This is an optimization exercise on Yosys and OpenROAD, whose aim is small area, not a production implementation. Function was checked by simulation only, so behaviour that the tests miss may differ from the original. Power and IR drop assume default switching activity.

<file path="flow/config.mk">
export PLATFORM = sky130hd
export DESIGN_NAME = rover_io
export DESIGN_NICKNAME = rover_io
export VERILOG_FILES = /design/flow/design.v
export SDC_FILE = /design/flow/constraint.sdc
export NUM_CORES = 4
export LEC_CHECK = 0
export CAP_MARGIN = 20
export CORE_MARGIN = 2
export CORE_UTILIZATION = 40
export SLEW_MARGIN = 20
</file>
<file path="flow/constraint.sdc">
create_clock -name core_clock -period 20.0 [get_ports {clk}]
set_input_delay 4.0000 -clock core_clock [delete_from_list [all_inputs] [get_ports {clk}]]
set_output_delay 4.0000 -clock core_clock [all_outputs]
set_load 0.01 [all_outputs]
</file>
<file path="flow/design.v">
module rover_dff (
    input  wire clk,
    input  wire rst_n,
    input  wire d,
    output reg  q
);
  always @(posedge clk) begin
    if (!rst_n) q <= 1'b0;
    else        q <= d;
  end
endmodule
module mux_4bit #(
    parameter BITS = 8
) (
    input  wire [BITS-1:0] a,
    input  wire [BITS-1:0] b,
    input  wire [BITS-1:0] c,
    input  wire [BITS-1:0] d,
    input  wire [BITS-1:0] e,
    input  wire [BITS-1:0] f,
    input  wire [BITS-1:0] g,
    input  wire [3:0]      sel,
    output reg  [BITS-1:0] out
);
  always @(*) begin
    case (sel)
      4'b0000: out = a;
      4'b0001: out = b;
      4'b0010: out = c;
      4'b0011: out = d;
      4'b0100: out = e;
      4'b0101: out = f;
      4'b0110: out = g;
      default: out = {BITS{1'b0}};
    endcase
  end
endmodule
module heartbeat_counter (
    input  wire clk,
    input  wire rst_n,
    output wire counter_out
);
  reg [21:0] counter_data;
  always @(posedge clk) begin
    if (!rst_n) counter_data <= 22'd0;
    else        counter_data <= counter_data + 1'b1;
  end
  assign counter_out = counter_data[21];
endmodule
module pulse_width_measure #(
    parameter W = 20
) (
    input  wire         clk,
    input  wire         rst_n,
    input  wire         pulse_signal,
    output reg  [W-1:0] pulse_width
);
  reg  [1:0]   st;
  reg  [W-1:0] cp;
  wire         q1, q2;
  rover_dff inst_dff1 (.clk(clk), .rst_n(rst_n), .d(pulse_signal), .q(q1));
  rover_dff inst_dff2 (.clk(clk), .rst_n(rst_n), .d(q1),           .q(q2));
  always @(posedge clk) begin
    if (!rst_n) st <= 2'b00;
    else case (st)
      2'b00: if (q1 && !q2)  st <= 2'b01;
      2'b01: if (q1 && q2)   st <= 2'b11;
      2'b11: if (!q1 && q2)  st <= 2'b10;
      default: if (!q1 && !q2) st <= 2'b00;
    endcase
  end
  always @(posedge clk) begin
    if (!st[1])     cp <= {{(W-1){1'b0}}, 1'b1};
    else if (st[0]) cp <= cp + 1'b1;
  end
  always @(posedge clk) begin
    if (!rst_n)              pulse_width <= {W{1'b0}};
    else if (st == 2'b10)    pulse_width <= cp;
  end
endmodule
module pulse_width_measure_toggle #(
    parameter W = 20
) (
    input  wire         clk,
    input  wire         rst_n,
    input  wire         pulse_signal,
    output reg  [W-1:0] pulse_width,
    output reg          digital_output
);
  reg  [1:0]   st;
  reg  [W-1:0] cp;
  wire         q1, q2;
  rover_dff inst_dff1 (.clk(clk), .rst_n(rst_n), .d(pulse_signal), .q(q1));
  rover_dff inst_dff2 (.clk(clk), .rst_n(rst_n), .d(q1),           .q(q2));
  always @(posedge clk) begin
    if (!rst_n) st <= 2'b00;
    else case (st)
      2'b00: if (q1 && !q2)  st <= 2'b01;
      2'b01: if (q1 && q2)   st <= 2'b11;
      2'b11: if (!q1 && q2)  st <= 2'b10;
      default: if (!q1 && !q2) st <= 2'b00;
    endcase
  end
  always @(posedge clk) begin
    if (!st[1])     cp <= {{(W-1){1'b0}}, 1'b1};
    else if (st[0]) cp <= cp + 1'b1;
  end
  always @(posedge clk) begin
    if (!rst_n) begin
      pulse_width    <= {W{1'b0}};
      digital_output <= 1'b0;
    end else if (st == 2'b10) begin
      pulse_width    <= cp;
      digital_output <= (cp != {W{1'b0}}) && (cp <= 75001);
    end
  end
endmodule
module he_counter #(
    parameter W = 16
) (
    input  wire         clk,
    input  wire         rst_n,
    input  wire         pulse_signal,
    output reg  [W-1:0] pulse_counts
);
  localparam S_RISING = 2'd0, S_HIGH = 2'd1, S_FALLING = 2'd3, S_LOW = 2'd2;
  reg  [1:0] measurement_state;
  reg        seen;
  wire       q1, q2;
  rover_dff inst_dff1 (.clk(clk), .rst_n(rst_n), .d(pulse_signal), .q(q1));
  rover_dff inst_dff2 (.clk(clk), .rst_n(rst_n), .d(q1),           .q(q2));
  always @(posedge clk) begin
    if (!rst_n) begin
      measurement_state <= S_RISING;
      seen              <= 1'b0;
      pulse_counts      <= {W{1'b0}};
    end else begin
      case (measurement_state)
        S_RISING: begin
          if (q1 && !q2) measurement_state <= S_HIGH;
        end
        S_HIGH: begin
          if (q1 && q2) begin
            measurement_state <= S_FALLING;
            seen              <= 1'b1;
            pulse_counts      <= pulse_counts + seen;
          end
        end
        S_FALLING: begin
          if (!q1 && q2) measurement_state <= S_LOW;
        end
        default: begin  
          if (!q1 && !q2) measurement_state <= S_RISING;
        end
      endcase
    end
  end
endmodule
module pwm_timebase (
    input  wire        clk,
    input  wire        rst_n,
    output wire [15:0] t,
    output wire        valid,    
    output wire        down      
);
  reg [15:0] T;
  reg [3:0]  hi;    
  reg [9:0]  lo;    
  reg        dn;
  wire up_wrap = (hi == 4'd0);
  wire dn_wrap = (hi == 4'd15) || (hi == 4'd14 && lo >= 10'd265);
  wire [10:0] lo_add = {1'b0, lo} + 11'd265;
  always @(posedge clk) begin
    if (!rst_n) begin
      T  <= 16'd1;
      hi <= 4'd14;
      lo <= 10'd265;
      dn <= 1'b0;
    end else if (!dn) begin
      if (up_wrap) begin
        T  <= T + 1'b1;
        lo <= lo_add[9:0];
        hi <= {3'b111, lo_add[10]};
      end else begin
        hi <= hi - 1'b1;
      end
      if (T[15] && hi == 4'd1) dn <= 1'b1;
    end else begin
      if (dn_wrap) begin
        T  <= T - 1'b1;
        lo <= lo - 10'd265;
        hi <= 4'd0;
      end else begin
        hi <= hi + 1'b1;
      end
      if (dn_wrap && T == 16'd1) dn <= 1'b0;
    end
  end
  assign t     = T;
  assign valid = (hi == 4'd0);
  assign down  = dn;
endmodule
module pwm #(
    parameter integer BITS_RESOLUTION = 15
) (
    input  wire                       clk,
    input  wire                       rst_n,
    input  wire [BITS_RESOLUTION-1:0] duty,
    input  wire [15:0]                t,
    input  wire                       valid,
    input  wire                       down,
    output reg                        pwm_out
);
  reg  nxt;   
  wire hit = valid && (t == {1'b0, duty});
  always @(posedge clk) begin
    if (!rst_n) begin
      nxt     <= 1'b0;
      pwm_out <= 1'b0;
    end else begin
      if (hit) nxt <= down;
      pwm_out <= nxt;
    end
  end
endmodule
module rover_io (
    input  wire        clk,               
    input  wire        rst_n,             
    input  wire [5:0]  rc_in,             
    input  wire        hall_in,           
    input  wire [3:0]  dip_sw,            
    input  wire [15:0] steer_duty,        
    input  wire [14:0] throttle_duty,     
    input  wire [15:0] led_value,         
    output wire [19:0] pulse_width0,
    output wire [19:0] pulse_width1,
    output wire [19:0] pulse_width2,
    output wire [19:0] pulse_width3,
    output wire [19:0] pulse_width4,
    output wire [19:0] pulse_width5,
    output wire [15:0] hall_count,
    output wire        pwm_steering,
    output wire        pwm_throttle,
    output wire        digital_output1,
    output wire [7:0]  led
);
  wire       heartbeat;
  wire       pwm_steering_gen;
  wire       pwm_throttle_gen;
  he_counter #(.W(16)) inst_HE_sensor (
      .clk(clk), .rst_n(rst_n), .pulse_signal(hall_in), .pulse_counts(hall_count));
  mux_4bit #(.BITS(8)) inst_mux_LED (
      .a({1'b1, 1'b1, heartbeat, heartbeat, heartbeat, 1'b1, heartbeat, 1'b1}),
      .b(led_value[7:0]),
      .c(led_value[15:8]),
      .d({1'b1, 1'b1, heartbeat, heartbeat, heartbeat, 1'b1, heartbeat, 1'b1}),
      .e(steer_duty[7:0]),
      .f(steer_duty[15:8]),
      .g({hall_count[6:0], hall_in}),
      .sel(dip_sw),
      .out(led));
  mux_4bit #(.BITS(1)) inst_mux_steering (
      .a(pwm_steering_gen), .b(rc_in[3]), .c(1'b0), .d(1'b0),
      .e(pwm_steering_gen), .f(pwm_steering_gen), .g(1'b0),
      .sel(dip_sw), .out(pwm_steering));
  mux_4bit #(.BITS(1)) inst_mux_throttle (
      .a(pwm_throttle_gen), .b(rc_in[2]), .c(1'b0), .d(1'b0),
      .e(1'b0), .f(1'b0), .g(1'b0),
      .sel(dip_sw), .out(pwm_throttle));
  wire [15:0] pwm_t;
  wire        pwm_valid, pwm_down;
  pwm_timebase inst_pwm_timebase (
      .clk(clk), .rst_n(rst_n), .t(pwm_t), .valid(pwm_valid), .down(pwm_down));
  pwm #(.BITS_RESOLUTION(15)) inst_pwmGen_steering (
      .clk(clk), .rst_n(rst_n), .duty(steer_duty[14:0]),
      .t(pwm_t), .valid(pwm_valid), .down(pwm_down), .pwm_out(pwm_steering_gen));
  pwm #(.BITS_RESOLUTION(15)) inst_pwmGen_Throttle (
      .clk(clk), .rst_n(rst_n), .duty(throttle_duty),
      .t(pwm_t), .valid(pwm_valid), .down(pwm_down), .pwm_out(pwm_throttle_gen));
  heartbeat_counter inst_counter (.clk(clk), .rst_n(rst_n), .counter_out(heartbeat));
  pulse_width_measure #(.W(20)) inst_pwM1 (
      .clk(clk), .rst_n(rst_n), .pulse_signal(rc_in[0]), .pulse_width(pulse_width0));
  pulse_width_measure #(.W(20)) inst_pwM2 (
      .clk(clk), .rst_n(rst_n), .pulse_signal(rc_in[1]), .pulse_width(pulse_width1));
  pulse_width_measure #(.W(20)) inst_pwM3 (
      .clk(clk), .rst_n(rst_n), .pulse_signal(rc_in[2]), .pulse_width(pulse_width2));
  pulse_width_measure #(.W(20)) inst_pwM4 (
      .clk(clk), .rst_n(rst_n), .pulse_signal(rc_in[3]), .pulse_width(pulse_width3));
  pulse_width_measure #(.W(20)) inst_pwM5 (
      .clk(clk), .rst_n(rst_n), .pulse_signal(rc_in[4]), .pulse_width(pulse_width4));
  pulse_width_measure_toggle #(.W(20)) inst_pwM6 (
      .clk(clk), .rst_n(rst_n), .pulse_signal(rc_in[5]),
      .pulse_width(pulse_width5), .digital_output(digital_output1));
endmodule
</file>
<file path="flow/run.sh">
#!/bin/bash
# synth_recipe.tcl (not shown) runs the flow's synth.tcl, then flattens the netlist and writes it again
# the make line also repeats each setting of config.mk as NAME=value (left out here)
make -C /OpenROAD-flow-scripts/flow DESIGN_CONFIG=/design/flow/config.mk WORK_HOME=/design/flow/orfs CLKGATE_MAP_FILE= SYNTH_SCRIPT=/design/flow/synth_recipe.tcl finish
</file>
==> results of run 1 <==
-- layer usage --
metal  GRT usage [%]  routed length, µm  vias up
met1            24.8              18000     6120
met5               0                 13        -
met2            32.2              18400      250
met4            7.35               1500        2
met3            2.88               1520       77
li1                -                  -     6588
-- state kept, by name, summed over array words and instances, names as in the netlist, 4 cells and up --
name                         cells
inst_HE_sensor.pulse_counts     16
inst_pwm_timebase.T             16
inst_pwM3.pulse_width           20
inst_pwM5.pulse_width           20
inst_pwM5.cp                    20
inst_pwM6.cp                    20
inst_pwm_timebase.hi             4
inst_pwM6.pulse_width           20
inst_pwM2.pulse_width           20
inst_pwM1.cp                    20
inst_pwM3.cp                    20
inst_pwm_timebase.lo            10
inst_pwM4.cp                    20
inst_pwM2.cp                    20
inst_pwM4.pulse_width           20
inst_counter.counter_data       22
inst_pwM1.pulse_width           20
-- power by group --
part | internal (mW) | switching [mW]
sequential | 0.689 | 0.00883
combinational | 0.0313 | 0.0368
clock | 0.397 | 0.272
-- final timing paths --
path                                         start                                 endpoint  slack, ns
min reg2reg  inst_pwmGen_Throttle.nxt$_SDFFE_PN0P_  inst_pwmGen_Throttle.pwm_out$_SDFF_PN0_       0.44
min          inst_pwmGen_Throttle.nxt$_SDFFE_PN0P_  inst_pwmGen_Throttle.pwm_out$_SDFF_PN0_       0.44
max                                      dip_sw[1]                                   led[5]       8.67
max reg2reg   inst_pwm_timebase.lo[0]$_SDFFE_PN1P_     inst_pwm_timebase.lo[9]$_SDFFE_PN0P_      17.28
-- final cells by class --
type	count	area, µm²
inverters	41	159
multi-input cells	1362	7980
clock inverters	6	33.8
repair buffers	215	2120
well taps	511	639
fillers	3677	18900
clock buffers	59	1160
flip-flops and latches	343	6870
-- metrics by stage --
step | setup slack [ns] | total power, mW
after floorplan | 10.90 | 0.751
after global placement | 8.76 | 0.778
after detailed placement | 8.79 | 0.780
final | 8.67 | 1.43
after global routing | 8.66 | 1.49
after CTS | 8.78 | 1.45
-- placed cells by master, fill, tap and decap left out, types with 8 or more instances in the layout --
cell,n
xnor2_1,81
and2_1,107
a21oi_1,173
nand2b_1,22
dfxtp_1,343
clkdlybuf4s50_1,205
ha_1,26
clkbuf_1,9
buf_4,9
xor2_1,74
nand4_1,40
clkbuf_16,39
and3_1,20
nand2_1,349
nor2_1,65
o211ai_1,8
o21ai_0,72
inv_1,39
nand3_1,51
nor2b_1,26
nor4_1,22
and4_1,18
mux2i_1,19
clkbuf_8,11
a21boi_0,19
or3_1,43
nor3_1,37
-- kinds of logic after synthesis --
kind of cell	after synthesis	share of synthesized area [%]
AO/OA/AOI/OAI	323	12.0
XOR/XNOR	155	8.81
adder cells (fa/ha/maj)	26	2.11
buffers and inverters	150	3.72
flip-flops	343	44.6
multiplexers	23	1.53
AND/OR/NAND/NOR	835	27.3
==> flow_summary.toml, run 1 <==
[synthesis]
synth_top_area_share_pct = 44.6
ys_warn_count = 9
synthTopCellsByArea = "dfxtp_1 (45%), nand2_1 (8.5%), a21oi_1 (5.6%), xnor2_1 (4.6%), and2_1 (4.3%)"
yosysSeqAreaShare_pct = 44.6
ys_ff_latch = 343
async_flop_share_pct = 0
yosysTopAreaCell = "dfxtp_1"
yosysMostFrequentCell = "nand2_1"
mappedNetlistNets = 1941
syn_inst = 1855
yosys.cell_types.count = 63
synth-edff-count = 0
syn-mean-instance-area_um2 = 8.31
synthTopCellsByCount = "nand2_1 (349), dfxtp_1 (343), a21oi_1 (173), and2_1 (107), clkbuf_1 (99)"
synth_flop_cell = "dfxtp_1"
synth_area_um2 = 15400

[worst_hold_path]
hold_class = "register to register"
hold_depth = 1

[clock_network]
cts.path.max_buffers = 3
cts_tree = "done"
hold_buffers = 0
clock-sinks = 343
clk_pin_slew_ns = 0.06
cts_buffers = 38
clock_latency_ns = 0.53
cts_root_buf = "clkbuf_16"
cts_resized = 0
ctsHtreeMaxLevel = 2
cts_setup_buffers = 0

[global_routing]
grt_pass1_vias = 12200
track_usage_pct = 19.1
gr-total-overflow = 0
grt_pass1_wl_um = 63700
grt_max_degree = 95
antenna_found_initial = 1

[timing]
fmax_mhz = 88.2
hold_viol = 0
layout_min_cycle_time_ns = 11.33
timing.hold.ws_ns = 0.438
post-route-period-util_pct = 56.7
finClkSkew_ns = 0.0206
slew_headroom_pct = 31.9
maxSlewViolCount = 0
worstMarginPinSlew_ns = 1.02
rsz0062_at_grt = "no"
setup_viol = 0
setup_tns_ns = 0

[placement]
port_buffers = 206
dp_cells = 2472
routabilityCongestion = 0.857
hpwl_um = 28000
placed_cell_area_um2 = 17800

[critical_path]
cp-start-kind = "primary input"
cpMaxStageDelayCell = "clkdlybuf4s50_1"
path_class = "primary input to primary output"
critPathMaxFanout = 16
r2r_cells = 7
cp.depth = 7
path_delay_family = "buffers and inverters"
cp_data_required_time_ns = 16.00
path_buf_inv = 3
cpMostUsedCell = "clkdlybuf4s50_1"
path_cells = "clkdlybuf4s50_1, nor2b_1, buf_4, nor3b_1, nor3_1, a211oi_1, clkdlybuf4s50_1"
slowest_delay_ns = 0.78
cp-end-kind = "primary output"
crit_arrival_ns = 7.33

[floorplan]
pin_count = 207
die_area_um2 = 40100
core-area_um2 = 37800
fp-row-count = 71
die_h_um = 200
die_w_um = 200
start_util_pct = 40.7

[finish]
area_delta_synth_final_pct = 23.0
fin_nets = 2087
stdcell_count = 2537
diodes = 0
drive_above_1_share_pct = 4.15
fin_area_um2 = 19000
fin_util_pct = 50.1

[routing]
wire_per_inst_um = 15.5
first_pass_iters = 5
drc = 0
drt-total-wl_um = 39400
num_vias = 13000
vias_per_cell = 5.14
drt_iter0_drc = 651
ant_nets = 0

[run_status]
status = "complete, no violations"

[power]
vdd_drop_max_v = 0.0000528
p_per_area_nw_per_um2 = 75.7
p_leak_nw = 6.60

[run]
max_cap_viol_count = 0
==> run 2: changes to the inputs <==
--- a/flow/design.v
+++ b/flow/design.v
@@ -42,8 +42,18 @@
 );
-  reg [21:0] counter_data;
+  reg [21:0] q;
+  reg [22:0] c;
+  reg [21:0] d;
+  integer i;
+  always @(*) begin
+    c[0] = 1'b1;
+    for (i = 0; i < 22; i = i + 1) begin
+      d[i]   = q[i] ^ c[i];
+      c[i+1] = q[i] & c[i];
+    end
+  end
   always @(posedge clk) begin
-    if (!rst_n) counter_data <= 22'd0;
-    else        counter_data <= counter_data + 1'b1;
+    if (!rst_n) q <= 22'd0;
+    else        q <= d;
   end
-  assign counter_out = counter_data[21];
+  assign counter_out = q[21];
 endmodule
@@ -71,5 +81,15 @@
   end
+  reg [W:0]   c;
+  reg [W-1:0] inc;
+  integer i;
+  always @(*) begin
+    c[0] = st[0];
+    for (i = 0; i < W; i = i + 1) begin
+      inc[i] = cp[i] ^ c[i];
+      c[i+1] = cp[i] & c[i];
+    end
+  end
   always @(posedge clk) begin
-    if (!st[1])     cp <= {{(W-1){1'b0}}, 1'b1};
-    else if (st[0]) cp <= cp + 1'b1;
+    if (!st[1]) cp <= {{(W-1){1'b0}}, 1'b1};
+    else        cp <= inc;
   end
@@ -103,5 +123,22 @@
   end
+  reg [W:0]   c;
+  reg [W-1:0] inc;
+  integer i;
+  always @(*) begin
+    c[0] = st[0];
+    for (i = 0; i < W; i = i + 1) begin
+      inc[i] = cp[i] ^ c[i];
+      c[i+1] = cp[i] & c[i];
+    end
+  end
   always @(posedge clk) begin
-    if (!st[1])     cp <= {{(W-1){1'b0}}, 1'b1};
-    else if (st[0]) cp <= cp + 1'b1;
+    if (!st[1]) cp <= {{(W-1){1'b0}}, 1'b1};
+    else        cp <= inc;
+  end
+  localparam [W-1:0] K = 75002;
+  reg lt;
+  always @(*) begin
+    lt = 1'b0;
+    for (i = 0; i < W; i = i + 1)
+      lt = K[i] ? (!cp[i] | lt) : (!cp[i] & lt);
   end
@@ -113,3 +150,3 @@
       pulse_width    <= cp;
-      digital_output <= (cp != {W{1'b0}}) && (cp <= 75001);
+      digital_output <= (|cp) && lt;
     end
@@ -131,2 +168,13 @@
   rover_dff inst_dff2 (.clk(clk), .rst_n(rst_n), .d(q1),           .q(q2));
+  wire count = (measurement_state == S_HIGH) && q1 && q2;
+  reg [W:0]   c;
+  reg [W-1:0] nxt;
+  integer i;
+  always @(*) begin
+    c[0] = count & seen;
+    for (i = 0; i < W; i = i + 1) begin
+      nxt[i] = pulse_counts[i] ^ c[i];
+      c[i+1] = pulse_counts[i] & c[i];
+    end
+  end
   always @(posedge clk) begin
@@ -137,19 +185,9 @@
     end else begin
+      pulse_counts <= nxt;
+      if (count) seen <= 1'b1;
       case (measurement_state)
-        S_RISING: begin
-          if (q1 && !q2) measurement_state <= S_HIGH;
-        end
-        S_HIGH: begin
-          if (q1 && q2) begin
-            measurement_state <= S_FALLING;
-            seen              <= 1'b1;
-            pulse_counts      <= pulse_counts + seen;
-          end
-        end
-        S_FALLING: begin
-          if (!q1 && q2) measurement_state <= S_LOW;
-        end
-        default: begin  
-          if (!q1 && !q2) measurement_state <= S_RISING;
-        end
+        S_RISING:  if (q1 && !q2)  measurement_state <= S_HIGH;
+        S_HIGH:    if (q1 && q2)   measurement_state <= S_FALLING;
+        S_FALLING: if (!q1 && q2)  measurement_state <= S_LOW;
+        default:   if (!q1 && !q2) measurement_state <= S_RISING;
       endcase
@@ -166,8 +204,43 @@
   reg [15:0] T;
-  reg [3:0]  hi;    
-  reg [9:0]  lo;    
+  reg [3:0]  hi;
   reg        dn;
+  reg [9:0]  s1, lo;
+  reg [10:0] cy;
+  reg        lt_up, lt_dn;
+  integer i;
+  always @(*) begin
+    cy[0] = 1'b0;
+    for (i = 0; i < 10; i = i + 1) begin
+      if (i < 3) begin
+        s1[i]   = T[i];
+        cy[i+1] = 1'b0;
+      end else begin
+        s1[i]   = T[i] ^ T[i-3] ^ cy[i];
+        cy[i+1] = (T[i] & T[i-3]) | (T[i] & cy[i]) | (T[i-3] & cy[i]);
+      end
+    end
+    lo      = s1;
+    lo[8]   = s1[8] ^ T[0];
+    lo[9]   = s1[9] ^ T[1] ^ (s1[8] & T[0]);
+    lt_up = 1'b0;
+    lt_dn = 1'b0;
+    for (i = 0; i < 10; i = i + 1) begin
+      lt_up = (10'd759 >> i) & 1 ? (!lo[i] | lt_up) : (!lo[i] & lt_up);
+      lt_dn = (10'd265 >> i) & 1 ? (!lo[i] | lt_dn) : (!lo[i] & lt_dn);
+    end
+  end
+  wire f_up = !lt_up;    
+  wire f_dn = !lt_dn;    
   wire up_wrap = (hi == 4'd0);
-  wire dn_wrap = (hi == 4'd15) || (hi == 4'd14 && lo >= 10'd265);
-  wire [10:0] lo_add = {1'b0, lo} + 11'd265;
+  wire dn_wrap = (hi == 4'd15) || (hi == 4'd14 && f_dn);
+  wire wrap    = dn ? dn_wrap : up_wrap;
+  reg [16:0] tc;
+  reg [15:0] tn;
+  always @(*) begin
+    tc[0] = wrap;
+    for (i = 0; i < 16; i = i + 1) begin
+      tn[i]   = T[i] ^ tc[i];
+      tc[i+1] = (T[i] ^ dn) & tc[i];
+    end
+  end
   always @(posedge clk) begin
@@ -176,22 +249,12 @@
       hi <= 4'd14;
-      lo <= 10'd265;
       dn <= 1'b0;
-    end else if (!dn) begin
-      if (up_wrap) begin
-        T  <= T + 1'b1;
-        lo <= lo_add[9:0];
-        hi <= {3'b111, lo_add[10]};
-      end else begin
-        hi <= hi - 1'b1;
-      end
-      if (T[15] && hi == 4'd1) dn <= 1'b1;
     end else begin
-      if (dn_wrap) begin
-        T  <= T - 1'b1;
-        lo <= lo - 10'd265;
-        hi <= 4'd0;
+      T <= tn;
+      if (!dn) begin
+        hi <= up_wrap ? {3'b111, f_up} : hi - 1'b1;
+        if (T[15] && hi == 4'd1) dn <= 1'b1;
       end else begin
-        hi <= hi + 1'b1;
+        hi <= dn_wrap ? 4'd0 : hi + 1'b1;
+        if (dn_wrap && T == 16'd1) dn <= 1'b0;
       end
-      if (dn_wrap && T == 16'd1) dn <= 1'b0;
     end
--- a/flow/config.mk
+++ b/flow/config.mk
@@ -9,3 +9,4 @@
 export CORE_MARGIN = 2
-export CORE_UTILIZATION = 40
+export CORE_UTILIZATION = 65
+export CTS_BUF_LIST = sky130_fd_sc_hd__clkbuf_4
 export SLEW_MARGIN = 20
==> run 2 against run 1 <==
Against the previous run: still clean; count of clock-buffer cells in the layout is 63 higher; hold slack worse by 0.017 ns; synthesized area decreased by 8.7%; via count shrank 17%; final cell count shrank 20%; power shrank 10%; synthesized cell count shrank 20%; sequential share of layout area increased by 2.5 points; cell area shrank 9.3%; register-to-register slack got worse by 2.8 ns.
==> flow_summary.toml, run 2 <==
[routing]
wire_per_inst_um = 14.2
ant_nets = 0
drt-total-wl_um = 28700
vias_per_cell = 5.34
num_vias = 10800
drt_iter0_drc = 425
first_pass_iters = 4
drc = 0

[finish]
final_cell_mix = "dfxtp_1 (333), nand2_1 (263), clkdlybuf4s50_1 (205)"
final_common_cell = "dfxtp_1"
fillers = 1418
fin_area_um2 = 17200
drive_above_1_share_pct = 8.60
area_delta_synth_final_pct = 22.3
largest_reg_flops = 22
fin_util_pct = 81.3
regMostFlops = "inst_counter.q"
fin_nets = 1923
stdcell_count = 2021

[global_routing]
gr-total-overflow = 0
track_usage_pct = 25.4
antenna_found_initial = 1
grt_pass1_wl_um = 47300
grt_max_degree = 88
grt_pass1_vias = 10400

[synthesis]
synth_area_um2 = 14100
synth-edff-count = 0
syn_inst = 1481
yosys.cell_types.count = 59
synth_top_area_share_pct = 47.4
mappedNetlistNets = 1705
async_flop_share_pct = 0
synthTopCellsByArea = "dfxtp_1 (47%), ha_1 (14%), and2_1 (7.6%), nand2_1 (7.0%), a21oi_1 (5.3%)"
synthTopCellsByCount = "dfxtp_1 (333), nand2_1 (263), and2_1 (171), ha_1 (159), a21oi_1 (150)"
ys_ff_latch = 333
yosysSeqAreaShare_pct = 47.4
yosysTopAreaCell = "dfxtp_1"
syn-mean-instance-area_um2 = 9.50
ys_warn_count = 9
synth_flop_cell = "dfxtp_1"
yosysMostFrequentCell = "dfxtp_1"

[power]
pwr-share-seq_pct = 52.6
switching_power_uw = 295
pwr-share-clk_pct = 42.2
internal-power_uw = 991
p_comb_share_pct = 5.2
p_leak_nw = 7.36
vdd_drop_max_v = 0.0000457
p_per_area_nw_per_um2 = 74.8
total_power_mw = 1.29
swShare_pct = 22.9

[clock_network]
cts_resized = 0
cts_root_buf = "clkbuf_4"
cts_buffers = 85
clk_pin_slew_ns = 0.06
clock-sinks = 333
cts_tree = "done"
ctsHtreeMaxLevel = 3
cts_setup_buffers = 0
hold_buffers = 0
clock_latency_ns = 0.67
cts.path.max_buffers = 3

[floorplan]
die_w_um = 151
core-area_um2 = 21200
die_h_um = 151
die_area_um2 = 22800
start_util_pct = 66.5
fp-row-count = 53
pin_count = 207

[timing]
finClkSkew_ns = 0.0426
rsz0062_at_grt = "no"
slew_headroom_pct = 36.6
worstMarginPinSlew_ns = 0.951
maxSlewViolCount = 0
post-route-period-util_pct = 52.7
setup_viol = 0
hold_viol = 0
setup_tns_ns = 0
layout_min_cycle_time_ns = 10.54
fmax_mhz = 94.9

[placement]
hpwl_um = 19900
dp_cells = 1887
routabilityCongestion = 0.880
placed_cell_area_um2 = 16200
port_buffers = 206

[critical_path]
cp-end-kind = "primary output"
path_class = "primary input to primary output"
cp-start-kind = "primary input"
critPathMaxFanout = 17
crit_arrival_ns = 6.54
cp_data_required_time_ns = 16.00

[worst_hold_path]
hold_class = "register to register"

[run]
max_cap_viol_count = 0

[run_status]
status = "complete, no violations"
[run 2: routing by layer]
metal	up-vias	wire length, µm	global-route usage [%]	part of all wire, %
li1	5429	-	-	-
met1	5025	12200	30.0	43
met2	285	14300	45.1	50
met3	45	1600	6.02	5.6
met4	0	568	9.16	2.0
met5	-	0	0	0
[run 2: stage by stage]
step	setup WS, ns	hold slack, ns
2_1_floorplan	10.80	0.399
3_3_place_gp	9.57	0.409
3_5_place_dp	9.52	0.413
4_1_cts	9.53	0.427
5_1_grt	9.41	0.462
6_report	9.46	0.421
[run 2: cell families (layout without fill, tap and decap cells)]
family | count (synthesis) | after routing | share of synthesized area [%]
AOI/OAI and AO/OA | 238 | 238 | 9.96
xor gates and xnor gates | 61 | 61 | 3.90
adders and majority gates | 164 | 164 | 14.9
buffers and inverters | 109 | 373 | 3.11
DFF | 333 | 333 | 47.4
muxes | 20 | 20 | 1.44
other | 0 | 1 | 0
and+or+nand+nor | 556 | 556 | 19.3
[run 2: final timing paths]
path | to | cells after the start | slack (ns) | start
max | led[0] | 6 | 9.46 | dip_sw[2]
min | inst_counter.q[0]$_SDFF_PN0_ | 1 | 0.42 | inst_counter.q[0]$_SDFF_PN0_
max reg2reg | inst_pwm_timebase.T[12]$_SDFF_PN0_ | 15 | 14.48 | inst_pwm_timebase.T[0]$_SDFF_PN1_
min reg2reg | inst_counter.q[0]$_SDFF_PN0_ | 1 | 0.42 | inst_counter.q[0]$_SDFF_PN0_
[run 2: layout make-up]
class	count	area (µm²)	share of cell area (%)
Inverter	23	88.8	0.517
Antenna cell	1	2.50	0.0146
Multi-Input combinational cell	1039	6960	40.5
Timing Repair Buffer	217	2140	12.4
Clock inverter	11	80.1	0.466
Sequential cell	333	6670	38.8
Tap cell	275	344	2.00
Clock buffer	122	916	5.33
[run 2: power by group through the flow]
stage / Combinational (mW) / Sequential [mW] / Clock (mW)
CTS: 0.0669 / 0.676 / 0.558
detailed placement: 0.0665 / 0.691 / 0
floorplan: 0.0424 / 0.688 / 0
global route: 0.0743 / 0.676 / 0.593
global placement: 0.0646 / 0.690 / 0
finish: 0.0668 / 0.676 / 0.543
[run 2: critical path, stage by stage]
cell and delay, ns:
clkdlybuf4s50_1 0.45, buf_4 0.25, nor2b_1 0.65, a21oi_1 0.26, a211oi_1 0.32, clkdlybuf4s50_1 0.60
==> run 3: changes to the inputs <==
--- a/flow/config.mk
+++ b/flow/config.mk
@@ -9,4 +9,3 @@
 export CORE_MARGIN = 2
-export CORE_UTILIZATION = 65
-export CTS_BUF_LIST = sky130_fd_sc_hd__clkbuf_4
+export CORE_UTILIZATION = 40
 export SLEW_MARGIN = 20
==> run 3 against run 2 <==
Against the previous run: register-to-register slack worse by 0.03 ns; still clean on timing, DRC and antenna; maximum frequency shrank 1.8%; sequential share of layout area fell by 1.2 points; synthesized cell count stayed put; final cell count grew 5.7%; critical endpoint is now led[3]; combinational power is essentially flat.
==> flow_summary.toml, run 3 <==
[timing]
post-route-period-util_pct = 53.7
hold_viol = 0
setup_tns_ns = 0
setup_viol = 0
slew_headroom_pct = 27.2
worstMarginPinSlew_ns = 1.09
maxSlewViolCount = 0
layout_min_cycle_time_ns = 10.73
fmax_mhz = 93.2
rsz0062_at_grt = "no"
finClkSkew_ns = 0.00987
timing.hold.ws_ns = 0.420

[clock_network]
cts_buffers = 39
cts_resized = 0
cts.path.max_buffers = 3
clock_latency_ns = 0.51
clock-sinks = 333
cts_root_buf = "clkbuf_16"
hold_buffers = 0
cts_tree = "done"
clk_pin_slew_ns = 0.05
cts_setup_buffers = 0
ctsHtreeMaxLevel = 2

[finish]
final_common_cell = "dfxtp_1"
diodes = 0
fillers = 3261
drive_above_1_share_pct = 4.82
largest_reg_flops = 22
area_delta_synth_final_pct = 26.3
fin_nets = 1875
regMostFlops = "inst_counter.q"
final_cell_mix = "dfxtp_1 (333), nand2_1 (263), clkdlybuf4s50_1 (205)"

[global_routing]
grt_pass1_vias = 10200
track_usage_pct = 16.7
gr-total-overflow = 0
grt_max_degree = 81
antenna_found_initial = 0
grt_pass1_wl_um = 50500

[synthesis]
synth_top_family_by_area = "simple AND/OR/NAND/NOR gates"
yosysSeqAreaShare_pct = 47.4
yosys.cell_types.count = 59
synth_compound_area_share_pct = 9.96
synthMuxAreaShare_pct = 1.44
synth_fa_ha_area_share_pct = 14.9
synthTopCellsByArea = "dfxtp_1 (47%), ha_1 (14%), and2_1 (7.6%), nand2_1 (7.0%), a21oi_1 (5.3%)"
synth_top_area_share_pct = 47.4
syn_inst = 1481
ys_warn_count = 9
mappedNetlistNets = 1705
synth_simple_gate_area_share_pct = 19.3
synthXorXnorAreaFrac_pct = 3.90
async_flop_share_pct = 0
synth_flop_cell = "dfxtp_1"
ys_ff_latch = 333
synth_area_um2 = 14100
yosysMostFrequentCell = "dfxtp_1"
syn-mean-instance-area_um2 = 9.50
synth-edff-count = 0
synthTopCellsByCount = "dfxtp_1 (333), nand2_1 (263), and2_1 (171), ha_1 (159), a21oi_1 (150)"
yosysTopAreaCell = "dfxtp_1"

[power]
p_leak_nw = 7.42
vdd_drop_max_v = 0.0000613
p_per_area_nw_per_um2 = 82.9

[floorplan]
die_w_um = 192
core-area_um2 = 34500
die_area_um2 = 36700
pin_count = 207
start_util_pct = 40.7
die_h_um = 192
fp-row-count = 68

[routing]
drt-total-wl_um = 30100
wire_per_inst_um = 14.1
drc = 0
num_vias = 10300
vias_per_cell = 4.81
ant_nets = 0
first_pass_iters = 4
drt_iter0_drc = 422

[placement]
routabilityCongestion = 0.859
port_buffers = 206
hpwl_um = 21200

[critical_path]
cp_data_required_time_ns = 16.00
r2r_end = "inst_pwm_timebase.T[12]$_SDFF_PN0_"
crit_end = "led[3]"
path_class = "primary input to primary output"
r2r_cells = 15
critPathMaxFanout = 25
cp-start-kind = "primary input"
crit_arrival_ns = 6.73
reg2reg_slack_ns = 14.45
cp-end-kind = "primary output"
r2r_start = "inst_pwm_timebase.T[3]$_SDFF_PN0_"
worstSetupStartpoint = "dip_sw[0]"

[worst_hold_path]
worstHoldStart = "inst_counter.q[0]$_SDFF_PN0_"
hold_class = "register to register"
hold_depth = 1

[run_status]
status = "complete, no violations"

[run]
max_cap_viol_count = 0
-- run 3: cell counts after synthesis --
Identical to the previous run, type by type.
-- run 3: layer usage --
metal	global-route usage, %	vias up	share of wire (%)
met5	0	-	0
met4	5.12	0	2.8
met3	2.92	63	4.1
met2	28.1	179	46
met1	21.8	4737	47
li1	-	5301	-
-- run 3: worst max-delay path, stage by stage --
cell,delay (ns)
clkdlybuf4s50_1,0.97
nor2b_1,0.49
a211oi_1,0.09
a211oi_1,0.31
a31oi_1,0.09
o22ai_1,0.20
clkdlybuf4s50_1,0.57
-- run 3: logic make-up (layout without fill, tap and decap cells) --
| group | count (synthesis) | count (layout) |
|---|---|---|
| AOI/OAI and AO/OA | 238 | 238 |
| xor gates and xnor gates | 61 | 61 |
| adders and majority gates | 164 | 164 |
| buffers and inverters | 109 | 309 |
| DFF | 333 | 333 |
| muxes | 20 | 20 |
| and+or+nand+nor | 556 | 556 |
-- run 3: area by class of cell --
type	count	area, µm²	share of cell area (%)
repair buffers	215	2120	12.0
clock buffers	59	1170	6.61
multi-input cells	1039	6960	39.2
flip-flops and latches	333	6670	37.5
inverters	23	88.8	0.500
well taps	455	569	3.21
clock inverters	12	175	0.986
-- run 3: how the worst min path moves through the flow --
stage / endpoint / slack (ns)
2_1_floorplan: inst_counter.q[0]$_SDFF_PN0_ / 0.40
3_3_place_gp: inst_counter.q[0]$_SDFF_PN0_ / 0.41
3_5_place_dp: inst_counter.q[0]$_SDFF_PN0_ / 0.41
4_1_cts: inst_counter.q[0]$_SDFF_PN0_ / 0.42
5_1_grt: inst_counter.q[0]$_SDFF_PN0_ / 0.42
6_report: inst_counter.q[0]$_SDFF_PN0_ / 0.42
-- run 3: stage by stage --
stage | std cells | setup WS, ns | area [µm²] | util, % | power, mW
CTS | 2136 | 9.31 | 17800 | 51.4 | 1.50
detailed placement | 2065 | 9.31 | 16400 | 47.5 | 0.757
global route | 2136 | 9.04 | 17800 | 51.4 | 1.53
global placement | 2065 | 9.35 | 16400 | 47.5 | 0.755
floorplan | 1481 | 10.80 | 14100 | - | 0.730
finish | 2136 | 9.27 | 17800 | 51.4 | 1.47
-- run 3: where the power goes --
part	internal (mW)	switching (mW)	leakage (nW)
Clock	0.458	0.271	0.668
Combinational	0.0325	0.0343	4.07
Sequential	0.669	0.00681	2.69
Total	1.16	0.312	7.42
==> run 4: changes to the inputs <==
==> flow/flow/run.sh (new file) <==
#!/bin/bash
# Standard layout with smaller port buffers and a clock tree without dummy loads.
set -euo pipefail
bash standard.sh \
  "BUFFER_PORTS_ARGS=-buffer_cell sky130_fd_sc_hd__buf_1" \
  "CTS_ARGS=-sink_clustering_enable -repair_clock_nets -dont_use_dummy_load -buf_list sky130_fd_sc_hd__clkbuf_4" \
  finish > standard_flow.log 2>&1
==> flow/standard.sh (new file) <==
#!/bin/bash
# synth_recipe.tcl (not shown) runs the flow's synth.tcl, then flattens the netlist and writes it again
# the make line also repeats each setting of config.mk as NAME=value (left out here)
make -C /OpenROAD-flow-scripts/flow DESIGN_CONFIG=/design/flow/config.mk WORK_HOME=/design/flow/orfs CLKGATE_MAP_FILE= SYNTH_SCRIPT=/design/flow/synth_recipe.tcl "${@:-finish}"
--- a/flow/config.mk
+++ b/flow/config.mk
@@ -9,3 +9,3 @@
 export CORE_MARGIN = 2
-export CORE_UTILIZATION = 40
+export CORE_UTILIZATION = 65
 export SLEW_MARGIN = 20
removed: flow/run.sh
==> run 4 against run 3 <==
Against the previous run: still clean on timing, DRC and antenna; core utilization grew 22 points; global-route usage is 6.9 points higher; first-iteration DRC count stayed put; cell area decreased by 12%; setup slack improved by 1.0 ns; power decreased by 23%; critical endpoint is now led[0]; largest cell class unchanged; highest routed layer unchanged.
==> flow_summary.toml, run 4 <==
[clock_network]
cts_buffers = 83
clock-sinks = 333
cts.path.max_buffers = 3
hold_buffers = 0
cts_setup_buffers = 0
ctsHtreeMaxLevel = 3
cts_root_buf = "clkbuf_4"
cts_tree = "done"
clock_latency_ns = 0.64
cts_resized = 0
clk_pin_slew_ns = 0.06

[placement]
port_buffers = 206
hpwl_um = 18700
routabilityCongestion = 0.895

[critical_path]
cp-end-kind = "primary output"
path_delay_family = "simple AND/OR/NAND/NOR gates"
cpMostUsedCell = "buf_1"
crit_arrival_ns = 5.72
cpMaxStageDelayCell = "nor2b_1"
path_cells = "buf_1, buf_4, nor2b_1, a21oi_1, a211oi_1, buf_1"
slowest_delay_ns = 0.63
cp_data_required_time_ns = 16.00
critPathMaxFanout = 17
path_class = "primary input to primary output"
path_buf_inv = 3
cp-start-kind = "primary input"

[synthesis]
syn-mean-instance-area_um2 = 9.50
async_flop_share_pct = 0
synth-edff-count = 0
yosysSeqAreaShare_pct = 47.4
synth_flop_cell = "dfxtp_1"
synth_area_um2 = 14100
synth_top_area_share_pct = 47.4
yosysMostFrequentCell = "dfxtp_1"
yosysTopAreaCell = "dfxtp_1"
synthTopCellsByCount = "dfxtp_1 (333), nand2_1 (263), and2_1 (171), ha_1 (159), a21oi_1 (150)"
yosys.cell_types.count = 59
syn_inst = 1481
ys_ff_latch = 333
ys_warn_count = 9
mappedNetlistNets = 1705
synthTopCellsByArea = "dfxtp_1 (47%), ha_1 (14%), and2_1 (7.6%), nand2_1 (7.0%), a21oi_1 (5.3%)"

[floorplan]
fp-row-count = 53
die_h_um = 151
pin_count = 207
die_w_um = 151
die_area_um2 = 22800
start_util_pct = 66.5
core-area_um2 = 21200

[finish]
regMostFlops = "inst_counter.q"
final_common_cell = "dfxtp_1"
drive_above_1_share_pct = 6.19
area_delta_synth_final_pct = 10.5
final_cell_mix = "dfxtp_1 (333), nand2_1 (263), buf_1 (205)"
fillers = 1737
largest_reg_flops = 22
fin_nets = 1921

[global_routing]
top_usage_layer = "met2"
use_met2_pct = 40.1
grt_pass1_vias = 9719
grt_pass1_wl_um = 44000
grt_max_degree = 93
gr-total-overflow = 0
antenna_found_initial = 1
track_usage_pct = 23.6
met1_usage_pct = 29.3
grt_use_met3_pct = 5.03

[power]
p_per_area_nw_per_um2 = 73.4
p_leak_nw = 6.66
internal-power_uw = 881
pwr-share-seq_pct = 59.3
p_comb_share_pct = 5.1
vdd_drop_max_v = 0.0000615
swShare_pct = 22.7
switching_power_uw = 259
pwr-share-clk_pct = 35.6

[timing]
hold_viol = 0
slew_headroom_pct = 33.5
layout_min_cycle_time_ns = 9.72
finClkSkew_ns = 0.0723
post-route-period-util_pct = 48.6
maxSlewViolCount = 0
setup_viol = 0
rsz0062_at_grt = "no"
fmax_mhz = 103
timing.hold.ws_ns = 0.402
setup_tns_ns = 0
worstMarginPinSlew_ns = 0.997

[routing]
num_vias = 10400
vias_per_cell = 5.28
drt_iter0_drc = 422
drc = 0
first_pass_iters = 5
wire_per_inst_um = 13.5
drt-total-wl_um = 26700
ant_nets = 0

[run_status]
status = "complete, no violations"

[run]
max_cap_viol_count = 0

[worst_hold_path]
hold_class = "register to register"
## run 4: cell count changes in the layout (fill, tap and decap cells not counted), moves of 2 or more
cell,previous run,this run
clkbuf_8,8,0
clkbuf_1,10,0
bufinv_16,4,0
clkbuf_16,41,0
buf_1,0,205
clkdlybuf4s50_1,205,0
clkbuf_4,0,83
clkinv_2,7,0
buf_4,9,11
## run 4: metal layers
layer	part of all wire [%]	vias up
li1	-	5376
met1	45	4754
met2	48	243
met3	4.7	42
met4	2.1	0
met5	0	-
## run 4: path summary, 6_finish.rpt
check / startpoint / to / slack, ns / depth (start not counted)
hold reg to reg: inst_pwM2.cp[16]$_SDFF_PN0_ / inst_pwM2.pulse_width[16]$_SDFFE_PN0N_ / 0.40 / 2
hold / removal: inst_pwM2.cp[16]$_SDFF_PN0_ / inst_pwM2.pulse_width[16]$_SDFFE_PN0N_ / 0.40 / 2
setup reg to reg: inst_pwm_timebase.T[0]$_SDFF_PN1_ / inst_pwm_timebase.T[12]$_SDFF_PN0_ / 14.54 / 15
setup / recovery: dip_sw[2] / led[0] / 10.28 / 6
## run 4: stage by stage
stage                     power (mW)  instance area, µm²  setup slack, ns  std cells  utilization [%]
after detailed placement       0.748               14900            10.31       1887             70.5
after global placement         0.746               14900            10.29       1887             70.5
after floorplan                0.730               14100            10.80       1481                -
final                           1.14               15500            10.28       1971             73.5
after CTS                       1.16               15500            10.31       1970             73.5
after global routing            1.20               15500            10.22       1971             73.5
## run 4: cell families after synthesis
| family | Yosys count | share of synthesized area (%) |
|---|---|---|
| and+or+nand+nor | 556 | 19.3 |
| DFF | 333 | 47.4 |
| adders and majority gates | 164 | 14.9 |
| buffers and inverters | 109 | 3.11 |
| AOI/OAI and AO/OA | 238 | 9.96 |
| xor gates and xnor gates | 61 | 3.90 |
| muxes | 20 | 1.44 |
## run 4: area by class of cell
class | instances | area [µm²] | area share, %
timing repair buffer | 217 | 857 | 5.51
multi-input combinational | 1039 | 6960 | 44.8
antenna | 1 | 2.50 | 0.0161
tap | 275 | 344 | 2.21
sequential | 333 | 6670 | 42.9
clock buffer | 83 | 623 | 4.01
inverter | 23 | 88.8 | 0.572
## run 4: tightest hold or removal path, stage by stage, from the launching register on
cell and delay [ns]:
dfxtp_1 0.31, nand2_1 0.06, a21oi_1 0.05
## run 4: power groups by stage
stage / combinational, mW / clock, mW / sequential (mW)
after floorplan: 0.0424 / 0 / 0.688
after global placement: 0.0558 / 0 / 0.690
after detailed placement: 0.0577 / 0 / 0.690
after CTS: 0.0581 / 0.425 / 0.676
after global routing: 0.0658 / 0.460 / 0.677
final: 0.0583 / 0.406 / 0.676
==> run 5: changes to the inputs <==
==> flow/flow/run.sh (replaced) <==
#!/bin/bash
# Standard layout with smaller port buffers and a clock tree without dummy loads.
set -euo pipefail
bash standard.sh \
  "BUFFER_PORTS_ARGS=-buffer_cell sky130_fd_sc_hd__buf_1" \
  "CTS_ARGS=-sink_clustering_enable -repair_clock_nets -dont_use_dummy_load -buf_list sky130_fd_sc_hd__clkbuf_4 -sink_clustering_size 12 -sink_clustering_max_diameter 60" \
  finish > standard_flow.log 2>&1
==> run 5 against run 4 <==
Against the previous run: wire length decreased by 1.6%; critical path depth did not move; largest power group unchanged; power down 12%; sequential share of layout area grew 1.0 points; die area is the same; highest routed layer unchanged; critical path type unchanged; hold slack improved by 0.012 ns; still clean; setup slack better by 0.012 ns; final cell count fell by 2.5%; register-to-register slack worse by 0.04 ns.
==> flow_summary.toml, run 5 <==
[finish]
final_common_cell = "dfxtp_1"
fin_nets = 1872
regMostFlops = "inst_counter.q"
fillers = 1753
largest_reg_flops = 22
drive_above_1_share_pct = 3.40
area_delta_synth_final_pct = 7.89
final_cell_mix = "dfxtp_1 (333), nand2_1 (263), buf_1 (205)"
fin_util_pct = 71.7

[synthesis]
synth_area_um2 = 14100
synthTopCellsByArea = "dfxtp_1 (47%), ha_1 (14%), and2_1 (7.6%), nand2_1 (7.0%), a21oi_1 (5.3%)"
yosys.cell_types.count = 59
ys_warn_count = 9
ys_ff_latch = 333
synth-edff-count = 0
mappedNetlistNets = 1705
async_flop_share_pct = 0
synth_flop_cell = "dfxtp_1"
synthTopCellsByCount = "dfxtp_1 (333), nand2_1 (263), and2_1 (171), ha_1 (159), a21oi_1 (150)"
yosysTopAreaCell = "dfxtp_1"
syn-mean-instance-area_um2 = 9.50
syn_inst = 1481
synth_top_area_share_pct = 47.4
yosysMostFrequentCell = "dfxtp_1"
yosysSeqAreaShare_pct = 47.4

[routing]
drc = 0
wire_per_inst_um = 13.7
drt_iter0_drc = 400
drt-total-wl_um = 26300
vias_per_cell = 5.28
first_pass_iters = 5
ant_nets = 0
num_vias = 10200

[global_routing]
grt_max_degree = 93
met1_usage_pct = 29.8
top_usage_layer = "met2"
track_usage_pct = 23.1
antenna_found_initial = 1
use_met2_pct = 39.4
grt_pass1_vias = 9245
grt_pass1_wl_um = 43200
grt_use_met3_pct = 4.07
gr-total-overflow = 0

[timing]
fmax_mhz = 103
layout_min_cycle_time_ns = 9.70
post-route-period-util_pct = 48.5
worstMarginPinSlew_ns = 1.01
rsz0062_at_grt = "no"
setup_tns_ns = 0
finalWorstSetupSlack_ns = 10.30
slew_headroom_pct = 32.7
finClkSkew_ns = 0.0756
hold_viol = 0
maxSlewViolCount = 0
setup_viol = 0

[clock_network]
clock-sinks = 333
cts_tree = "done"
clock_latency_ns = 0.64
cts_resized = 0
hold_buffers = 0
cts_buffers = 34
clk_pin_slew_ns = 0.11
cts.path.max_buffers = 3
cts_root_buf = "clkbuf_4"
ctsHtreeMaxLevel = 2
cts_setup_buffers = 0

[worst_hold_path]
whs_endpoint = "inst_pwM5.pulse_width[12]$_SDFFE_PN0N_"
hold_depth = 2
hold_class = "register to register"
worstHoldStart = "inst_pwM5.cp[12]$_SDFF_PN0_"

[critical_path]
cp-end-kind = "primary output"
r2r_end = "inst_pwm_timebase.T[12]$_SDFF_PN0_"
critPathMaxFanout = 17
cpMostUsedCell = "buf_1"
cp-start-kind = "primary input"
cp_data_required_time_ns = 16.00
path_buf_inv = 3
cpMaxStageDelayCell = "nor2b_1"
path_cells = "buf_1, buf_4, nor2b_1, a21oi_1, a211oi_1, buf_1"
slowest_delay_ns = 0.63
r2r_start = "inst_pwm_timebase.T[0]$_SDFF_PN1_"
crit_arrival_ns = 5.70
r2r_cells = 15
reg2reg_slack_ns = 14.50
path_delay_family = "simple AND/OR/NAND/NOR gates"
path_class = "primary input to primary output"

[placement]
hpwl_um = 18700
dp_slack_ns = 10.31
routabilityCongestion = 0.895
port_buffers = 206

[floorplan]
core-area_um2 = 21200
start_util_pct = 66.5
fp-row-count = 53
pin_count = 207
die_area_um2 = 22800
die_w_um = 151
die_h_um = 151

[power]
p_leak_nw = 6.43
vdd_drop_max_v = 0.0000592
total_power_mw = 1.00
p_per_area_nw_per_um2 = 66.2

[run]
max_cap_viol_count = 0

[run_status]
status = "complete, no violations"
[run 5: cell types whose count changed in the layout (fill, tap and decap cells not counted), sizes merged]
cell | previous run | this run
clkbuf | 84 | 35
[run 5: logic make-up after synthesis]
family	share of synthesized area [%]
flip-flops	47.4
XOR/XNOR	3.90
AND/OR/NAND/NOR	19.3
multiplexers	1.44
AO/OA/AOI/OAI	9.96
adder cells (fa/ha/maj)	14.9
buffers and inverters	3.11
[run 5: layout make-up]
| type | instances | area [µm²] | area share (%) |
|---|---|---|---|
| Antenna cell | 1 | 2.50 | 0.0165 |
| Clock buffer | 34 | 255 | 1.68 |
| Inverter | 23 | 88.8 | 0.585 |
| Multi-Input combinational cell | 1039 | 6960 | 45.9 |
| Sequential cell | 333 | 6670 | 43.9 |
| Tap cell | 275 | 344 | 2.27 |
| Timing Repair Buffer | 217 | 857 | 5.65 |
[run 5: worst max-delay path by stage]
stage	start	end	slack, ns	depth (start not counted)
after CTS	dip_sw[2]	led[0]	10.31	6
after global routing	dip_sw[2]	led[0]	10.22	6
final	dip_sw[2]	led[0]	10.30	6
after detailed placement	dip_sw[2]	led[0]	10.31	6
after floorplan	dip_sw[0]	led[1]	10.80	6
after global placement	dip_sw[2]	led[0]	10.29	6
[run 5: report_power, final]
group | switching (mW) | total (mW) | leakage, nW | internal [mW]
Clock | 0.192 | 0.271 | 0.156 | 0.0792
Sequential | 0.00696 | 0.676 | 2.69 | 0.669
Combinational | 0.0344 | 0.0582 | 3.59 | 0.0237
Total | 0.233 | 1.00 | 6.43 | 0.771
[run 5: worst min-delay path, cell delays in order, from the launching register on]
cell and delay [ns]:
dfxtp_1 0.33, nand2_1 0.05, a21oi_1 0.05
[run 5: layer usage]
layer	routed length [µm]	part of all wire, %
met5	0	0
met4	679	2.6
met2	12200	47
met1	12200	46
met3	1190	4.5
[run 5: through the flow]
stage	std cells	area (µm²)	hold WS (ns)
after floorplan	1481	14100	0.399
after global placement	1887	14900	0.409
after detailed placement	1887	14900	0.422
after CTS	1921	15200	0.428
after global routing	1922	15200	0.447
final	1922	15200	0.414
==> run 6: changes to the inputs <==
==> flow/flow/run.sh (replaced) <==
#!/bin/bash
# The standard layout (standard.sh) with three changes:
#  - synthesis leaves adders to abc (no ADDER_MAP_FILE) and runs abc with the
#    area-oriented script flow/abc_area.script instead of ORFS's;
#  - ports are buffered with buf_1;
#  - the clock tree uses clkbuf_4 leaf clusters of 10 sinks and no dummy loads.
# Everything else (registers, floorplan, power grid, routing) is the standard flow.
# The output of the whole run goes to standard_flow.log; ORFS keeps each
# step's own log under orfs/logs/.
set -euo pipefail
W=$(pwd)
cat > "$W/area_synth.tcl" <<EOF
proc abc {args} {
  set i [lsearch -exact \$args -script]
  if { \$i >= 0 } { set args [lreplace \$args [expr {\$i + 1}] [expr {\$i + 1}] $W/flow/abc_area.script] }
  yosys abc {*}\$args
}
source $W/synth_recipe.tcl
EOF
bash standard.sh \
  "SYNTH_SCRIPT=$W/area_synth.tcl" \
  "ADDER_MAP_FILE=" \
  "BUFFER_PORTS_ARGS=-buffer_cell sky130_fd_sc_hd__buf_1" \
  "CTS_ARGS=-sink_clustering_enable -repair_clock_nets -dont_use_dummy_load -buf_list sky130_fd_sc_hd__clkbuf_4 -sink_clustering_size 10 -sink_clustering_max_diameter 60" \
  finish > standard_flow.log 2>&1
==> flow/flow/abc_area.script (new file) <==
strash
balance
rewrite
refactor
balance
rewrite
rewrite -z
balance
refactor -z
rewrite -z
balance
&get -n
&st
&dch -f
&nf -a -R 1000
&put
strash
balance
rewrite
refactor
balance
rewrite
rewrite -z
balance
refactor -z
rewrite -z
balance
&get -n
&st
&dch -f
&nf -a -R 1000
&put
strash
balance
rewrite
refactor
balance
rewrite
rewrite -z
balance
refactor -z
rewrite -z
balance
&get -n
&st
&dch -f
&nf -a -R 1000
&put
strash
balance
rewrite
refactor
balance
rewrite
rewrite -z
balance
refactor -z
rewrite -z
balance
&get -n
&st
&dch -f
&nf -a -R 1000
&put
strash
balance
rewrite
refactor
balance
rewrite
rewrite -z
balance
refactor -z
rewrite -z
balance
&get -n
&st
&dch -f
&nf -a -R 1000
&put
==> run 6 against run 5 <==
Against the previous run: still clean; sequential power hardly changed; non-clock buffer count shrank 9; combinational power shrank 47%; power fell by 1.6%; critical path type unchanged.
==> flow_summary.toml, run 6 <==
[critical_path]
crit_end = "led[4]"
cp-end-kind = "primary output"
r2r_cells = 25
slowest_delay_ns = 0.67
worstSetupStartpoint = "dip_sw[3]"
r2r_start = "inst_pwm_timebase.T[0]$_SDFF_PN1_"
cpMostUsedCell = "buf_1"
cp-start-kind = "primary input"
path_cells = "buf_1, nand2b_1, nor3_1, a221oi_1, nand3_1, buf_1"
path_class = "primary input to primary output"
critPathMaxFanout = 8
crit_arrival_ns = 5.57
r2r_end = "inst_pwm_timebase.T[15]$_SDFF_PN0_"
reg2reg_slack_ns = 14.39
cp_data_required_time_ns = 16.00
cpMaxStageDelayCell = "nor3_1"

[global_routing]
gr-total-overflow = 0
use_met2_pct = 45.8
grt_use_met3_pct = 5.01
grt_pass1_wl_um = 45700
top_usage_layer = "met2"
track_usage_pct = 27.1
met1_usage_pct = 34.8
grt_pass1_vias = 10100
antenna_found_initial = 1
grt_max_degree = 132

[timing]
fmax_mhz = 104
finalWorstSetupSlack_ns = 10.43
rsz0062_at_grt = "no"
worstMarginPinSlew_ns = 1.07
post-route-period-util_pct = 47.9
setup_viol = 0
maxSlewViolCount = 0
hold_viol = 0
layout_min_cycle_time_ns = 9.57
slew_headroom_pct = 28.5
finClkSkew_ns = 0.0427
setup_tns_ns = 0

[synthesis]
syn-mean-instance-area_um2 = 8.58
syn_inst = 1444
ys_ff_latch = 333
synth_top_area_share_pct = 53.8
yosys.cell_types.count = 43
synthTopCellsByArea = "dfxtp_1 (54%), o21ai_0 (10%), nor2_1 (9.3%), a21oi_1 (5.7%), and2_0 (3.1%)"
synthTopCellsByCount = "dfxtp_1 (333), nor2_1 (306), o21ai_0 (250), a21oi_1 (141), and2_0 (61)"
yosysSeqAreaShare_pct = 53.8
mappedNetlistNets = 1504
yosysTopAreaCell = "dfxtp_1"
synth-edff-count = 0
async_flop_share_pct = 0
ys_warn_count = 9
yosysMostFrequentCell = "dfxtp_1"
synth_flop_cell = "dfxtp_1"
synth_area_um2 = 12400

[finish]
stdcell_count = 1926
final_cell_mix = "dfxtp_1 (333), nor2_1 (303), o21ai_0 (250)"
area_delta_synth_final_pct = 11.3
fin_nets = 1753
drive_above_1_share_pct = 2.72
fin_area_um2 = 13800
regMostFlops = "inst_counter.q"
fillers = 1500
final_common_cell = "dfxtp_1"
regArea_um2 = 6670
multiInputGateArea_um2 = 5620
largest_reg_flops = 22

[clock_network]
clk_pin_slew_ns = 0.10
hold_buffers = 0
cts.path.max_buffers = 3
clock-sinks = 333
cts_resized = 0
cts_root_buf = "clkbuf_4"
clock_latency_ns = 0.64
cts_setup_buffers = 0
cts_buffers = 39
cts_tree = "done"
ctsHtreeMaxLevel = 2

[routing]
vias_per_cell = 5.78
drc = 0
num_vias = 11100
wire_per_inst_um = 14.5
first_pass_iters = 5
ant_nets = 0
drt_iter0_drc = 676
drt-total-wl_um = 27900

[placement]
routabilityCongestion = 0.953
dp_slack_ns = 10.20
port_buffers = 206
dp_cells = 1886
placed_cell_area_um2 = 13500
hpwl_um = 19100

[floorplan]
start_util_pct = 66.2
die_h_um = 142
die_w_um = 142
pin_count = 207
die_area_um2 = 20200
fp-row-count = 50
core-area_um2 = 18700

[run]
max_cap_viol_count = 0

[power]
vdd_drop_max_v = 0.0000487
total_power_uw = 989
p_per_area_nw_per_um2 = 71.7
p_leak_nw = 5.56

[run_status]
status = "complete, no violations"

[worst_hold_path]
hold_class = "register to register"
run 6: cell count changes in the layout (fill, tap and decap cells not counted), moves of 16 or more:
| cell | before | now |
|---|---|---|
| a211oi_1 | 17 | 1 |
| and2_0 | 0 | 61 |
| and2_1 | 171 | 0 |
| and3_1 | 2 | 56 |
| clkinv_1 | 0 | 29 |
| ha_1 | 159 | 0 |
| inv_1 | 22 | 0 |
| mux2i_1 | 18 | 1 |
| nand2_1 | 263 | 34 |
| nor2_1 | 50 | 303 |
| nor3_1 | 5 | 51 |
| o21ai_0 | 25 | 250 |
| xnor2_1 | 43 | 27 |
run 6: kinds of logic (layout without fill, tap and decap cells):
kind of cell | after synthesis | after routing | share of synthesized area, %
buf+inv | 29 | 276 | 0.879
other cells | 0 | 1 | 0
flops | 333 | 333 | 53.8
xor+xnor | 38 | 38 | 2.69
mux | 1 | 1 | 0.0808
simple gates | 577 | 577 | 21.9
fa+ha+maj | 1 | 1 | 0.0808
compound gates | 465 | 465 | 20.6
run 6: power by group:
group / switching [mW] / internal (mW) / leakage, nW
Clock: 0.195 / 0.0904 / 0.179
Combinational: 0.0184 / 0.0122 / 2.69
Sequential: 0.00551 / 0.667 / 2.69
Total: 0.219 / 0.770 / 5.56
run 6: how the worst min path moves through the flow:
stage / from / endpoint / cells after the start
6_report: inst_pwM4.cp[19]$_SDFF_PN0_ / inst_pwM4.cp[19]$_SDFF_PN0_ / 1
5_1_grt: inst_pwM2.cp[19]$_SDFF_PN0_ / inst_pwM2.cp[19]$_SDFF_PN0_ / 1
4_1_cts: inst_pwM4.cp[19]$_SDFF_PN0_ / inst_pwM4.cp[19]$_SDFF_PN0_ / 1
3_5_place_dp: inst_pwM4.cp[19]$_SDFF_PN0_ / inst_pwM4.cp[19]$_SDFF_PN0_ / 1
3_3_place_gp: inst_HE_sensor.pulse_counts[15]$_SDFF_PN0_ / inst_HE_sensor.pulse_counts[15]$_SDFF_PN0_ / 1
2_1_floorplan: inst_counter.q[21]$_SDFF_PN0_ / inst_counter.q[21]$_SDFF_PN0_ / 1
run 6: stage by stage:
step	hold WS (ns)	util, %
after floorplan	0.414	-
after global placement	0.437	72.0
after detailed placement	0.446	72.0
after CTS	0.461	73.6
after global routing	0.474	73.7
final	0.456	73.7
run 6: worst max-delay path: cells and delay by family:
kind            cells  cell delay (ns)
compound gates      1             0.27
simple gates        3             1.02
buf+inv             2             0.28
run 6: final cells by class:
| class | count | share of cell area (%) |
|---|---|---|
| well taps | 234 | 2.12 |
| flip-flops and latches | 333 | 48.4 |
| repair buffers | 208 | 5.77 |
| clock buffers | 39 | 2.12 |
| diodes | 1 | 0.0182 |
| inverters | 29 | 0.790 |
| multi-input cells | 1082 | 40.8 |
run 6: per-layer routing:
| layer | routed length, µm | up-vias |
|---|---|---|
| li1 | - | 5627 |
| met1 | 12400 | 5117 |
| met4 | 734 | 0 |
| met2 | 13100 | 325 |
| met5 | 0 | - |
| met3 | 1720 | 54 |

port drivers added, routing unchanged:
The results above use ideal ports. As a check the final layouts listed here were re-extracted and re-timed, cells and wires unchanged.
Step 1 assumes that a clkbuf_16 drives the clock port and a buf_2 every other input.
Step 2, shift: input delay + t, output delay - t, t = (earliest + latest rising clock arrival at the registers) / 2. This alone moves slack from input paths to output paths.
Slacks: ideal / step 1 / step 2; pairs: ideal / step 1.
| run | t, ns | setup slack, ns | worst hold slack (ns) | slew at the worst register clock pin (ns) | worst slew at a driven data input, ns |
|---|---|---|---|---|---|
| run 1 | 0.572 | 8.667 / 8.640 / 8.640 | 0.438 / 0.438 / 0.438 | 0.06 / 0.06 | 0.09 |
| run 2 | 0.698 | 9.459 / 9.430 / 9.430 | 0.421 / 0.421 / 0.421 | 0.07 / 0.07 | 0.06 |
| run 3 | 0.556 | 9.269 / 9.247 / 9.247 | 0.420 / 0.420 / 0.420 | 0.06 / 0.06 | 0.06 |
| run 4 | 0.656 | 10.284 / 10.260 / 10.260 | 0.402 / 0.402 / 0.402 | 0.07 / 0.07 | 0.05 |
| run 5 | 0.643 | 10.296 / 10.273 / 10.273 | 0.414 / 0.414 / 0.414 | 0.12 / 0.12 | 0.05 |
| run 6 | 0.665 | 10.429 / 10.402 / 10.402 | 0.456 / 0.456 / 0.456 | 0.11 / 0.11 | 0.05 |
After both steps setup and hold are still met in every run listed. For run 2, which loses most, drivers alone change the setup slack by -0.029 ns; drivers and shift together by -0.029 ns.
